From an optimization exercise on the open Yosys and OpenROAD flow, aimed at small area; shortcuts taken in it are not production practice. The clock port is modelled as an ideal driver, which makes a skipped or thinned clock tree look cheaper than it is; a real chip needs a root buffer or a tree. Power figures rest on the tool's default switching activity, not on a simulated workload.

Setup of the baseline:
Design ds1302_all_time_rw, start of the top module:
module ds1302_all_time_rw #(
    parameter sys_clk_freq = 50_000_000,
    parameter ds1302_clk_speed = 200_000
)
(
    input wire sclk,
    input wire nrst,
    input wire set_trig,
    input wire get_trig,
    input wire[63:0] bcd_time_set,
    output reg[63:0] bcd_time_get,
    output wire ds1302_ce,
    output wire ds1302_sclk,
    output wire ds1302_io_out,
    output wire ds1302_io_oe,
    input wire ds1302_io_in
);
reg [5:0] pre;
wire stp = (pre == 6'b100000);
always @(posedge sclk or negedge nrst) begin
    if (!nrst) pre <= 6'b000001;
    else pre <= {pre[4:0], ~(pre[5] ^ pre[4]) ^ stp};
end
reg [4:0] ux;
reg [1:0] gx;
wire [4:0] u = ux ^ 5'b10000;
wire [1:0] g = gx ^ 2'b10;
reg [3:0] q;
reg get;
wire in_xfer = !u[4] || u[0];
wire wait_st = u[4] && !u[0] && g[1] && !g[0];
wire post    = u[4] && !u[0] && !(g[1] && !g[0]);
wire idle    = (q == 4'd0) && u[4] && !u[0] && (g[1] || g[0]);
wire accept  = idle && (set_trig ^ get_trig);
wire start   = wait_st && stp && (q != 4'd0);
always @(posedge sclk or negedge nrst) begin
    if (!nrst) begin
        ux <= 5'd0;
        gx <= 2'b00;
        q <= 4'd0;
    end
    else if (accept) begin
        ux <= 5'd0;
        gx <= 2'b11;
        q <= 4'd9;
    end
    else if (post || (in_xfer && stp)) begin
        gx <= {g[0], ~g[1]} ^ 2'b10;
        if (g[1] && !g[0]) ux <= (u + 1'b1) ^ 5'b10000;
    end
    else if (start) begin
        ux <= 5'd15;
        q <= q - 1'b1;
    end
end
always @(posedge sclk)
    if (idle) get <= get_trig;
wire [2:0] r = q[3] ? 3'd7 : q[2:0];
wire [7:0] cmd = {1'b1, 3'b000, r, get};
wire [7:0] dat = bcd_time_set[{r, 3'b000} +: 8];
assign ds1302_ce     = in_xfer;
assign ds1302_sclk   = !u[4] && g[0] && !(get && u[3:0] == 4'b1111);
assign ds1302_io_oe  = !(get && !u[4] && (u[3] || (u[2:0] == 3'b111 && g == 2'b10)));
assign ds1302_io_out = !u[4] && (u[3] ? dat[u[2:0]] : cmd[u[2:0]]);
wire shift = get && stp && !u[4] && g == 2'b10 &&
             (u[3] ? (u[2:0] != 3'b111) : (u[2:0] == 3'b111));
genvar k;
generate
  ...
Size: roughly 310 cells after synthesis, roughly 82 flip-flops.
==> module ds1302_all_time_rw, before the edit <==
module ds1302_all_time_rw #(
    parameter sys_clk_freq = 50_000_000,
    parameter ds1302_clk_speed = 200_000
)
(
    input wire sclk,
    input wire nrst,
    input wire set_trig,
    input wire get_trig,
    input wire[63:0] bcd_time_set,
    output reg[63:0] bcd_time_get,
    output wire ds1302_ce,
    output wire ds1302_sclk,
    output wire ds1302_io_out,
    output wire ds1302_io_oe,
    input wire ds1302_io_in
);
reg [5:0] pre;
wire stp = (pre == 6'b100000);
always @(posedge sclk or negedge nrst) begin
    if (!nrst) pre <= 6'b000001;
    else pre <= {pre[4:0], ~(pre[5] ^ pre[4]) ^ stp};
end
reg [4:0] ux;
reg [1:0] gx;
wire [4:0] u = ux ^ 5'b10000;
wire [1:0] g = gx ^ 2'b10;
reg [3:0] q;
reg get;
wire in_xfer = !u[4] || u[0];
wire wait_st = u[4] && !u[0] && g[1] && !g[0];
wire post    = u[4] && !u[0] && !(g[1] && !g[0]);
wire idle    = (q == 4'd0) && u[4] && !u[0] && (g[1] || g[0]);
wire accept  = idle && (set_trig ^ get_trig);
wire start   = wait_st && stp && (q != 4'd0);
always @(posedge sclk or negedge nrst) begin
    if (!nrst) begin
        ux <= 5'd0;
        gx <= 2'b00;
        q <= 4'd0;
    end
    else if (accept) begin
        ux <= 5'd0;
        gx <= 2'b11;
        q <= 4'd9;
    end
    else if (post || (in_xfer && stp)) begin
        gx <= {g[0], ~g[1]} ^ 2'b10;
        if (g[1] && !g[0]) ux <= (u + 1'b1) ^ 5'b10000;
    end
    else if (start) begin
        ux <= 5'd15;
        q <= q - 1'b1;
    end
end
always @(posedge sclk)
    if (idle) get <= get_trig;
wire [2:0] r = q[3] ? 3'd7 : q[2:0];
wire [7:0] cmd = {1'b1, 3'b000, r, get};
wire [7:0] dat = bcd_time_set[{r, 3'b000} +: 8];
assign ds1302_ce     = in_xfer;
assign ds1302_sclk   = !u[4] && g[0] && !(get && u[3:0] == 4'b1111);
assign ds1302_io_oe  = !(get && !u[4] && (u[3] || (u[2:0] == 3'b111 && g == 2'b10)));
assign ds1302_io_out = !u[4] && (u[3] ? dat[u[2:0]] : cmd[u[2:0]]);
wire shift = get && stp && !u[4] && g == 2'b10 &&
             (u[3] ? (u[2:0] != 3'b111) : (u[2:0] == 3'b111));
genvar k;
generate
    for (k = 0; k < 8; k = k + 1) begin : g_byte
        always @(posedge sclk or negedge nrst) begin
            if (!nrst) bcd_time_get[8*k+7 -: 8] <= 8'd0;
            else if (shift && r == k)
                bcd_time_get[8*k+7 -: 8] <= {ds1302_io_in, bcd_time_get[8*k+7 -: 7]};
        end
    end
endgenerate
endmodule
export LEC_CHECK = 0
export CAP_MARGIN = 20
export CORE_MARGIN = 2
export CORE_UTILIZATION = 60
export SLEW_MARGIN = 20
export BUFFER_PORTS_ARGS = -buffer_cell sky130_fd_sc_hd__buf_1
export CTS_ARGS = -sink_clustering_enable -repair_clock_nets -dont_use_dummy_load -buf_list sky130_fd_sc_hd__clkbuf_8
export POST_CTS_TCL = /design/flow/flow/clock.tcl
create_clock -name core_clock -period 10.0 [get_ports {sclk}]
standard.sh (not shown) runs the stock make flow with config.mk's settings and CLKGATE_MAP_FILE= SYNTH_SCRIPT=/design/flow/synth_recipe.tcl, a recipe that flattens the netlist after the stock synthesis.
==> flow/flow/run.sh <==
#!/bin/bash
# Standard ORFS layout with these changes:
#  - synthesis maps the logic with ABC's area-oriented mapper, keeping the
#    smallest of a few ABC scripts (flow/synth.tcl, flow/abc/);
#  - every input and output port gets the smallest buffer;
#  - CTS inserts no dummy loads, and after CTS the clock tree is rebuilt as one
#    root buffer driving four leaf buffers, each driving the flip-flops of one
#    quarter of the die (flow/clock.tcl).
set -euo pipefail
cd "$(dirname "$0")/.."
W=$PWD
cat >> config.mk <<EOC
export BUFFER_PORTS_ARGS = -buffer_cell sky130_fd_sc_hd__buf_1
export CTS_ARGS = -sink_clustering_enable -repair_clock_nets -dont_use_dummy_load -buf_list sky130_fd_sc_hd__clkbuf_8
export POST_CTS_TCL = $W/flow/clock.tcl
EOC
export CLOCK_ROOT_BUF=sky130_fd_sc_hd__clkbuf_2
export CLOCK_LEAF_BUF=sky130_fd_sc_hd__buf_12
export CLOCK_LEAVES=4
export CLOCK_PORT=sclk
export AREA_ABC_DIR=$W/flow/abc
export FLOW_SYNTH_TCL=$W/synth_recipe.tcl
sed "s|SYNTH_SCRIPT=[^ ]*|SYNTH_SCRIPT=$W/flow/synth.tcl|" standard.sh > own_standard.sh
grep -q "SYNTH_SCRIPT=$W/flow/synth.tcl" own_standard.sh
bash own_standard.sh > own_standard.log 2>&1
Other scripts of this flow, unchanged in this note and not shown: flow/flow/abc/amap.abc, flow/flow/abc/amap_long.abc, flow/flow/abc/amap_mux.abc, flow/flow/abc/amap_twice.abc, flow/flow/abc/resyn_amap.abc, flow/flow/abc/synch_amap.abc, flow/flow/clock.tcl, flow/flow/synth.tcl
### the baseline -> the candidate
diff --git a/flow/design.v b/flow/design.v
--- a/flow/design.v
+++ b/flow/design.v
@@ -23,35 +23,41 @@
 end
 reg [4:0] ux;
 reg [1:0] gx;
-wire [4:0] u = ux ^ 5'b10000;
-wire [1:0] g = gx ^ 2'b10;
+wire [4:0] u = ux ^ 5'd17;
+wire [1:0] g = gx ^ 2'b01;
 reg [3:0] q;
 reg get;
-wire in_xfer = !u[4] || u[0];
-wire wait_st = u[4] && !u[0] && g[1] && !g[0];
-wire post    = u[4] && !u[0] && !(g[1] && !g[0]);
-wire idle    = (q == 4'd0) && u[4] && !u[0] && (g[1] || g[0]);
+wire in_xfer = !u[4] || u[3];
+wire idle    = u[4] && !u[3] && u[0] && !g[1] && g[0];
+wire wait_st = u[4] && !u[3] && !u[0] && g[1] && !g[0];
+wire post    = u[4] && !u[3] && (u[0] ? (g == 2'b00) : !(g[1] && !g[0]));
 wire accept  = idle && (set_trig ^ get_trig);
-wire start   = wait_st && stp && (q != 4'd0);
+wire start   = wait_st && stp;
+wire last65  = stp && u == 5'd15 && g == 2'b10 && q == 4'd0;
 always @(posedge sclk or negedge nrst) begin
     if (!nrst) begin
         ux <= 5'd0;
         gx <= 2'b00;
-        q <= 4'd0;
     end
     else if (accept) begin
-        ux <= 5'd0;
-        gx <= 2'b11;
-        q <= 4'd9;
+        ux <= 5'd16 ^ 5'd17;
+        gx <= 2'b01 ^ 2'b01;
+    end
+    else if (last65) begin
+        ux <= 5'd17 ^ 5'd17;
+        gx <= 2'b00 ^ 2'b01;
     end
     else if (post || (in_xfer && stp)) begin
-        gx <= {g[0], ~g[1]} ^ 2'b10;
-        if (g[1] && !g[0]) ux <= (u + 1'b1) ^ 5'b10000;
+        gx <= {g[0], ~g[1]} ^ 2'b01;
+        if (g[1] && !g[0]) ux <= (u + 1'b1) ^ 5'd17;
     end
     else if (start) begin
-        ux <= 5'd15;
-        q <= q - 1'b1;
+        ux <= 5'd31 ^ 5'd17;
     end
+end
+always @(posedge sclk) begin
+    if (accept) q <= 4'd9;
+    else if (start) q <= q - 1'b1;
 end
 always @(posedge sclk)
     if (idle) get <= get_trig;
@@ -64,14 +70,20 @@
 assign ds1302_io_out = !u[4] && (u[3] ? dat[u[2:0]] : cmd[u[2:0]]);
 wire shift = get && stp && !u[4] && g == 2'b10 &&
              (u[3] ? (u[2:0] != 3'b111) : (u[2:0] == 3'b111));
+wire [63:0] shifted;
 genvar k;
 generate
     for (k = 0; k < 8; k = k + 1) begin : g_byte
-        always @(posedge sclk or negedge nrst) begin
-            if (!nrst) bcd_time_get[8*k+7 -: 8] <= 8'd0;
-            else if (shift && r == k)
-                bcd_time_get[8*k+7 -: 8] <= {ds1302_io_in, bcd_time_get[8*k+7 -: 7]};
+        assign shifted[8*k+6 -: 7] = bcd_time_get[8*k+7 -: 7];
+        if (k == 0) begin : g_in
+            assign shifted[7] = ds1302_io_in;
+        end else begin : g_link
+            assign shifted[8*k+7] = bcd_time_get[8*k-8];
         end
     end
 endgenerate
+always @(posedge sclk or negedge nrst) begin
+    if (!nrst) bcd_time_get <= 64'd0;
+    else if (shift) bcd_time_get <= shifted;
+end
 endmodule
[summary]
Taking the baseline as the reference, in the candidate cell area ~0 delta; simple-gate area share of the yosys netlist moved down; smallest setup slack after layout fell 0.0083 ns; sum of routed wire length over all layers now sits lower; cell count has decreased. Lower total combinational power goes to the baseline over the candidate. Final critical-path required period ended up 0.0083 ns higher on the candidate than on the baseline. Overall power after layout of the baseline is on par with the candidate. Achievable clock frequency: the candidate vs the baseline — no meaningful difference. The candidate — standard cell area after detailed placement about 0.45% higher, the baseline as reference. met1 usage is higher on the baseline. The baseline reports its worst setup path startpoint as q[3] while the candidate reports bcd_time_set[8].
No functional check of the RTL was part of any run of this note. No run of this note takes its clock network from TritonCTS; it comes from the design's own scripts or RTL.

-- re-timing with driven ports --
The flow's constraints put no driver on any port. The routed layouts listed below were extracted and timed again, unchanged, in two steps.
Step 1 assumes that a clkbuf_16 drives the clock port and a buf_2 every other input.
Step 2 adds t to the input delays and takes it off the output delays; t is the mean of the earliest and latest rising clock arrival at the registers after step 1. Input paths then give back, and output paths get back, about the clock's delay inside the block.
Slacks: ideal / step 1 / step 2; pairs: ideal / step 1.
| run | t, ns | setup slack, ns | worst setup path at the end | latest minus earliest clock arrival (ns) | slew at the worst register clock pin (ns) |
|---|---|---|---|---|---|
| the baseline | 0.481 | 4.493 / 4.467 / 4.626 | input to output | 0.009 / 0.010 | 0.09 / 0.09 |
| the candidate | 0.483 | 4.484 / 4.455 / 4.455 | input to output | 0.007 / 0.008 | 0.08 / 0.08 |
After both steps every run listed still meets setup and hold. For the candidate, which loses most, drivers alone change the setup slack by -0.029 ns; drivers and shift together by -0.029 ns.
